This is an optimization exercise on Yosys and OpenROAD, whose aim is small area and a short achievable clock period, not a production implementation.
The RTL was checked by simulation tests, not by an equivalence proof against the original design.

==> run a <==
==> flow/design.v <==
module vDFFE(clk,en,D,Q);
  parameter n=1;
  input clk, en;
  input [n-1:0] D;
  output [n-1:0] Q;
  reg [n-1:0] Q;
  always @(posedge clk)
    if (en) Q <= D;
endmodule
module regfile(data_in,writenum,write,readnum,clk,data_out);
  input [15:0] data_in;
  input [2:0] writenum, readnum;
  input write, clk;
  output [15:0] data_out;
  reg [15:0] R [0:7];
  always_ff @(posedge clk)
    if (write) R[writenum] <= data_in;
  assign data_out = R[readnum];
endmodule
module shifter(in,shift,sout);
  input [15:0] in;
  input [1:0] shift;
  output reg [15:0] sout;
  always @* begin
    case (shift)
      2'b00: sout = in;
      2'b01: sout = {in[14:0], 1'b0};
      2'b10: sout = {1'b0, in[15:1]};
      default: sout = {in[15], in[15:1]};
    endcase
  end
endmodule
module ALU(Ain,Bin,ALUop,out,Z);
  input [15:0] Ain, Bin;
  input [1:0] ALUop;
  output reg [15:0] out;
  output reg Z;
  wire [15:0] x = Ain ^ Bin;
  wire zadd = ~|(x ^ {Ain[14:0] | Bin[14:0], 1'b0});
  wire zsub = ~|x;
  wire zand = ~|(Ain & Bin);
  wire znot = &Bin;
  always @* begin
    case (ALUop)
      2'b00: out = Ain + Bin;
      2'b01: out = Ain - Bin;
      2'b10: out = Ain & Bin;
      default: out = ~Bin;
    endcase
    case (ALUop)
      2'b00: Z = zadd;
      2'b01: Z = zsub;
      2'b10: Z = zand;
      default: Z = znot;
    endcase
  end
endmodule
module datapath(write, vsel, loada, loadb, asel, bsel, loadc, loads, datapath_in,
		 clk, readnum, writenum, shift, ALUop, Z_out, datapath_out);
  input [15:0] datapath_in;
  input clk, write, vsel, loada, loadb, asel, bsel, loadc, loads;
  input [2:0] writenum, readnum;
  input [1:0] shift, ALUop;
  output [15:0] datapath_out;
  output Z_out;
  wire [15:0] data_in, data_out, A_out, B_out, sout, Ain, Bin, ALU_out;
  wire Z;
  assign data_in = vsel ? datapath_in : datapath_out;
  regfile REGFILE (.data_in(data_in), .writenum(writenum), .write(write),
                   .readnum(readnum), .clk(clk), .data_out(data_out));
  vDFFE #(16) A (.clk(clk), .en(loada), .D(data_out), .Q(A_out));
  vDFFE #(16) B (.clk(clk), .en(loadb), .D(data_out), .Q(B_out));
  vDFFE #(16) C (.clk(clk), .en(loadc), .D(ALU_out), .Q(datapath_out));
  vDFFE status (.clk(clk), .en(loads), .D(Z), .Q(Z_out));
  shifter shifter (.in(B_out), .shift(shift), .sout(sout));
  assign Ain = asel ? 16'b0 : A_out;
  assign Bin = bsel ? {11'b0, datapath_in[4:0]} : sout;
  ALU calculator (.Ain(Ain), .Bin(Bin), .ALUop(ALUop), .out(ALU_out), .Z(Z));
endmodule
==> flow/run.sh <==
#!/bin/bash
# synth_recipe.tcl (not shown) runs the flow's synth.tcl, then flattens the netlist and writes it again
# the make line also repeats each setting of config.mk as NAME=value (left out here)
make -C /OpenROAD-flow-scripts/flow DESIGN_CONFIG=/design/flow/config.mk WORK_HOME=/design/flow/orfs CLKGATE_MAP_FILE= SYNTH_SCRIPT=/design/flow/synth_recipe.tcl finish
==> flow/config.mk <==
export PLATFORM = sky130hd
export DESIGN_NAME = datapath
export DESIGN_NICKNAME = datapath
export VERILOG_FILES = /design/flow/design.v
export SDC_FILE = /design/flow/constraint.sdc
export NUM_CORES = 4
export LEC_CHECK = 0
export CAP_MARGIN = 20
export CORE_MARGIN = 2
export CORE_UTILIZATION = 40
export SLEW_MARGIN = 20
==> flow/constraint.sdc <==
create_clock -name core_clock -period 5.5 [get_ports {clk}]
set_input_delay 1.1000 -clock core_clock [delete_from_list [all_inputs] [get_ports {clk}]]
set_output_delay 1.1000 -clock core_clock [all_outputs]
set_load 0.01 [all_outputs]
==> run b: changes against run a <==
==> flow/design.v, changed modules only <==
module regfile(data_in,writenum,write,readnum,clk,data_out);
  input [15:0] data_in;
  input [2:0] writenum, readnum;
  input write, clk;
  output [15:0] data_out;
  reg [15:0] R [0:7];
  always_ff @(posedge clk)
    if (write) R[writenum] <= data_in;
  wire [7:0] rsel = 8'b1 << readnum;
  wire [15:0] r01 = (R[0] & {16{rsel[0]}}) | (R[1] & {16{rsel[1]}});
  wire [15:0] r23 = (R[2] & {16{rsel[2]}}) | (R[3] & {16{rsel[3]}});
  wire [15:0] r45 = (R[4] & {16{rsel[4]}}) | (R[5] & {16{rsel[5]}});
  wire [15:0] r67 = (R[6] & {16{rsel[6]}}) | (R[7] & {16{rsel[7]}});
  assign data_out = (r01 | r23) | (r45 | r67);
endmodule
module shifter(in,shift,sout);
  input [15:0] in;
  input [1:0] shift;
  output [15:0] sout;
  wire pass  = ~shift[1] & ~shift[0];
  wire left  = ~shift[1] &  shift[0];
  wire right =  shift[1];
  wire keep  =  shift[1] &  shift[0];
  assign sout = ({16{pass}} & in)
              | ({16{left}} & {in[14:0], 1'b0})
              | ({16{right}} & {1'b0, in[15:1]})
              | {keep & in[15], 15'b0};
endmodule
module ALU(Ain,Bin,ALUop,out,Z);
  input [15:0] Ain, Bin;
  input [1:0] ALUop;
  output [15:0] out;
  output Z;
  wire arith = ~ALUop[1];
  wire sub   = ~ALUop[1] & ALUop[0];
  wire add   = ~ALUop[1] & ~ALUop[0];
  wire [15:0] a = Ain ^ {16{sub}};
  wire [15:0] p = a ^ Bin;
  wire [15:0] g = a & Bin & {16{arith}};
  wire [15:0] t = arith ? (p ^ {16{sub}}) : (ALUop[0] ? ~Bin : (Ain & Bin));
  wire g1_1 = g[1] | (p[1] & g[0]);
  wire g1_3 = g[3] | (p[3] & g[2]);
  wire p1_3 = p[3] & p[2];
  wire g1_5 = g[5] | (p[5] & g[4]);
  wire p1_5 = p[5] & p[4];
  wire g1_7 = g[7] | (p[7] & g[6]);
  wire p1_7 = p[7] & p[6];
  wire g1_9 = g[9] | (p[9] & g[8]);
  wire p1_9 = p[9] & p[8];
  wire g1_11 = g[11] | (p[11] & g[10]);
  wire p1_11 = p[11] & p[10];
  wire g1_13 = g[13] | (p[13] & g[12]);
  wire p1_13 = p[13] & p[12];
  wire g1_15 = g[15] | (p[15] & g[14]);
  wire p1_15 = p[15] & p[14];
  wire g2_2 = g[2] | (p[2] & g1_1);
  wire g2_3 = g1_3 | (p1_3 & g1_1);
  wire g2_6 = g[6] | (p[6] & g1_5);
  wire p2_6 = p[6] & p1_5;
  wire g2_7 = g1_7 | (p1_7 & g1_5);
  wire p2_7 = p1_7 & p1_5;
  wire g2_10 = g[10] | (p[10] & g1_9);
  wire p2_10 = p[10] & p1_9;
  wire g2_11 = g1_11 | (p1_11 & g1_9);
  wire p2_11 = p1_11 & p1_9;
  wire g2_14 = g[14] | (p[14] & g1_13);
  wire p2_14 = p[14] & p1_13;
  wire g2_15 = g1_15 | (p1_15 & g1_13);
  wire p2_15 = p1_15 & p1_13;
  wire g3_4 = g[4] | (p[4] & g2_3);
  wire g3_5 = g1_5 | (p1_5 & g2_3);
  wire g3_6 = g2_6 | (p2_6 & g2_3);
  wire g3_7 = g2_7 | (p2_7 & g2_3);
  wire g3_12 = g[12] | (p[12] & g2_11);
  wire p3_12 = p[12] & p2_11;
  wire g3_13 = g1_13 | (p1_13 & g2_11);
  wire p3_13 = p1_13 & p2_11;
  wire g3_14 = g2_14 | (p2_14 & g2_11);
  wire p3_14 = p2_14 & p2_11;
  wire g3_15 = g2_15 | (p2_15 & g2_11);
  wire p3_15 = p2_15 & p2_11;
  wire g4_8 = g[8] | (p[8] & g3_7);
  wire g4_9 = g1_9 | (p1_9 & g3_7);
  wire g4_10 = g2_10 | (p2_10 & g3_7);
  wire g4_11 = g2_11 | (p2_11 & g3_7);
  wire g4_12 = g3_12 | (p3_12 & g3_7);
  wire g4_13 = g3_13 | (p3_13 & g3_7);
  wire g4_14 = g3_14 | (p3_14 & g3_7);
  wire g4_15 = g3_15 | (p3_15 & g3_7);
  wire [15:0] c = {g4_14, g4_13, g4_12, g4_11, g4_10, g4_9, g4_8, g3_7, g3_6, g3_5, g3_4, g2_3, g2_2, g1_1, g[0], 1'b0};
  assign out = t ^ c;
  wire [15:0] k = {(a[14:0] | Bin[14:0]) & {15{add}}, 1'b0};
  assign Z = ~|(t ^ k);
endmodule
module datapath(write, vsel, loada, loadb, asel, bsel, loadc, loads, datapath_in,
		 clk, readnum, writenum, shift, ALUop, Z_out, datapath_out);
  input [15:0] datapath_in;
  input clk, write, vsel, loada, loadb, asel, bsel, loadc, loads;
  input [2:0] writenum, readnum;
  input [1:0] shift, ALUop;
  output [15:0] datapath_out;
  output Z_out;
  wire [15:0] data_in, data_out, A_out, B_out, sout, Ain, Bin, ALU_out;
  wire Z;
  assign data_in = vsel ? datapath_in : datapath_out;
  regfile REGFILE (.data_in(data_in), .writenum(writenum), .write(write),
                   .readnum(readnum), .clk(clk), .data_out(data_out));
  vDFFE #(16) A (.clk(clk), .en(loada), .D(data_out), .Q(A_out));
  vDFFE #(16) B (.clk(clk), .en(loadb), .D(data_out), .Q(B_out));
  vDFFE #(16) C (.clk(clk), .en(loadc), .D(ALU_out), .Q(datapath_out));
  vDFFE status (.clk(clk), .en(loads), .D(Z), .Q(Z_out));
  shifter shifter (.in(B_out), .shift(shift), .sout(sout));
  assign Ain = asel ? 16'b0 : A_out;
  assign Bin = ({16{~bsel}} & sout) | ({16{bsel}} & {11'b0, datapath_in[4:0]});
  ALU calculator (.Ain(Ain), .Bin(Bin), .ALUop(ALUop), .out(ALU_out), .Z(Z));
endmodule
==> flow/flow/run.sh (new file) <==
#!/bin/bash
# Own layout flow: the standard ORFS flow (standard.sh, with its synthesis script)
# with these changes layered on top of the standard flow's config.mk:
#  - port buffers are plain buf_2 cells instead of the delay cells
#    buffer_ports picks by default,
#  - CTS builds the clock tree from clkbuf_8 cells and adds no dummy loads,
#  - synthesis maps no half/full adder cells (ha/fa are added to the
#    don't-use list, so the adders stay plain gates for abc),
set -euo pipefail
W=$(pwd)
cat > "$W/own_config.mk" <<EOF
include $W/config.mk
export BUFFER_PORTS_ARGS = -buffer_cell sky130_fd_sc_hd__buf_2
export DONT_USE_CELLS = sky130_fd_sc_hd__ha_1 sky130_fd_sc_hd__ha_2 sky130_fd_sc_hd__ha_4 sky130_fd_sc_hd__fa_1 sky130_fd_sc_hd__fa_2 sky130_fd_sc_hd__fa_4
export CTS_ARGS = -sink_clustering_enable -repair_clock_nets -dont_use_dummy_load -buf_list sky130_fd_sc_hd__clkbuf_8
EOF
sed "s#DESIGN_CONFIG=[^ ]*#DESIGN_CONFIG=$W/own_config.mk#" standard.sh > own_standard.sh
bash own_standard.sh > "$W/flow_make.log" 2>&1
==> flow/standard.sh (new file) <==
#!/bin/bash
# synth_recipe.tcl (not shown) runs the flow's synth.tcl, then flattens the netlist and writes it again
# the make line also repeats each setting of config.mk as NAME=value (left out here)
make -C /OpenROAD-flow-scripts/flow DESIGN_CONFIG=/design/flow/config.mk WORK_HOME=/design/flow/orfs CLKGATE_MAP_FILE= SYNTH_SCRIPT=/design/flow/synth_recipe.tcl "${@:-finish}"
Settings changed: ABC_AREA set to 1, CORE_UTILIZATION 40 to 60, PLACE_DENSITY set to 0.8, SETUP_SLACK_MARGIN set to 3.0.
removed: flow/run.sh
==> comparison <==
Of run a and run b, run b has the higher clock skew (gap 0.0058 ns). Against run b, the global-route usage of run a is lower by 6.8 points. In run b the via count is higher than in run a, by about 10%. Run b passed the timing, design-rule and antenna checks. Run a finished with timing, DRC and antenna clean. Of run a and run b, run b has the higher fmax (gap about 50%, measured against run b). Flip-flop and latch count is the same in run a and run b.
==> figures <==
|  | run a | run b |
|---|---|---|
| Result of the run | complete, no violations | complete, no violations |
| R2R depth | 16 | 12 |
| Yosys synthesis warning count | 5 | 3 |
| Clock buf/inv share | 5.21% | 2.43% |
| Worst hold path endpoint | REGFILE.R[4][0] | B.Q[13] |
| Later-pin clock latency in the skew report | 0.43 ns | 0.46 ns |
| Share of the final layout cell area in sequential cells | 48.8% | 55.3% |
| Number of tap cells added at floorplan | 319 | 180 |
| Total iterations of the first detailed-routing run | 5 | 6 |
| Sequential area share after synthesis | 56.4% | 62.1% |
| Most instantiated library cell after synthesis | edfxtp_1 | nand2_1 |

afterwards: timing with drivers on the ports:
How much do the figures lean on ideal ports? The routed layouts below were timed once more, with nothing changed but the port constraints.
Step 1: set_driving_cell puts a clkbuf_16 on clk and a buf_2 on each other input, an assumption about the parent block.
Step 2 times the ports against the registers' clock, not the clock port: input delays grow and output delays shrink by t, the midpoint of the rising clock arrivals with the driver on.
Three values: ideal, step 1, step 2; two values: the first two.
| run | t (ns) | setup WS [ns] | worst setup path after step 2 | clock arrival spread, ns | slew at the worst register clock pin (ns) |
|---|---|---|---|---|---|
| run a | 0.464 | 0.793 / 0.811 / 0.347 | input to register | 0.022 / 0.022 | 0.08 / 0.08 |
| run b | 0.481 | 3.073 / 3.058 / 2.577 | input to register | 0.032 / 0.032 | 0.09 / 0.09 |
After both steps every run listed still meets setup and hold. The setup slack of run b, which loses most, moves by -0.015 ns with the drivers and by -0.496 ns with both steps.
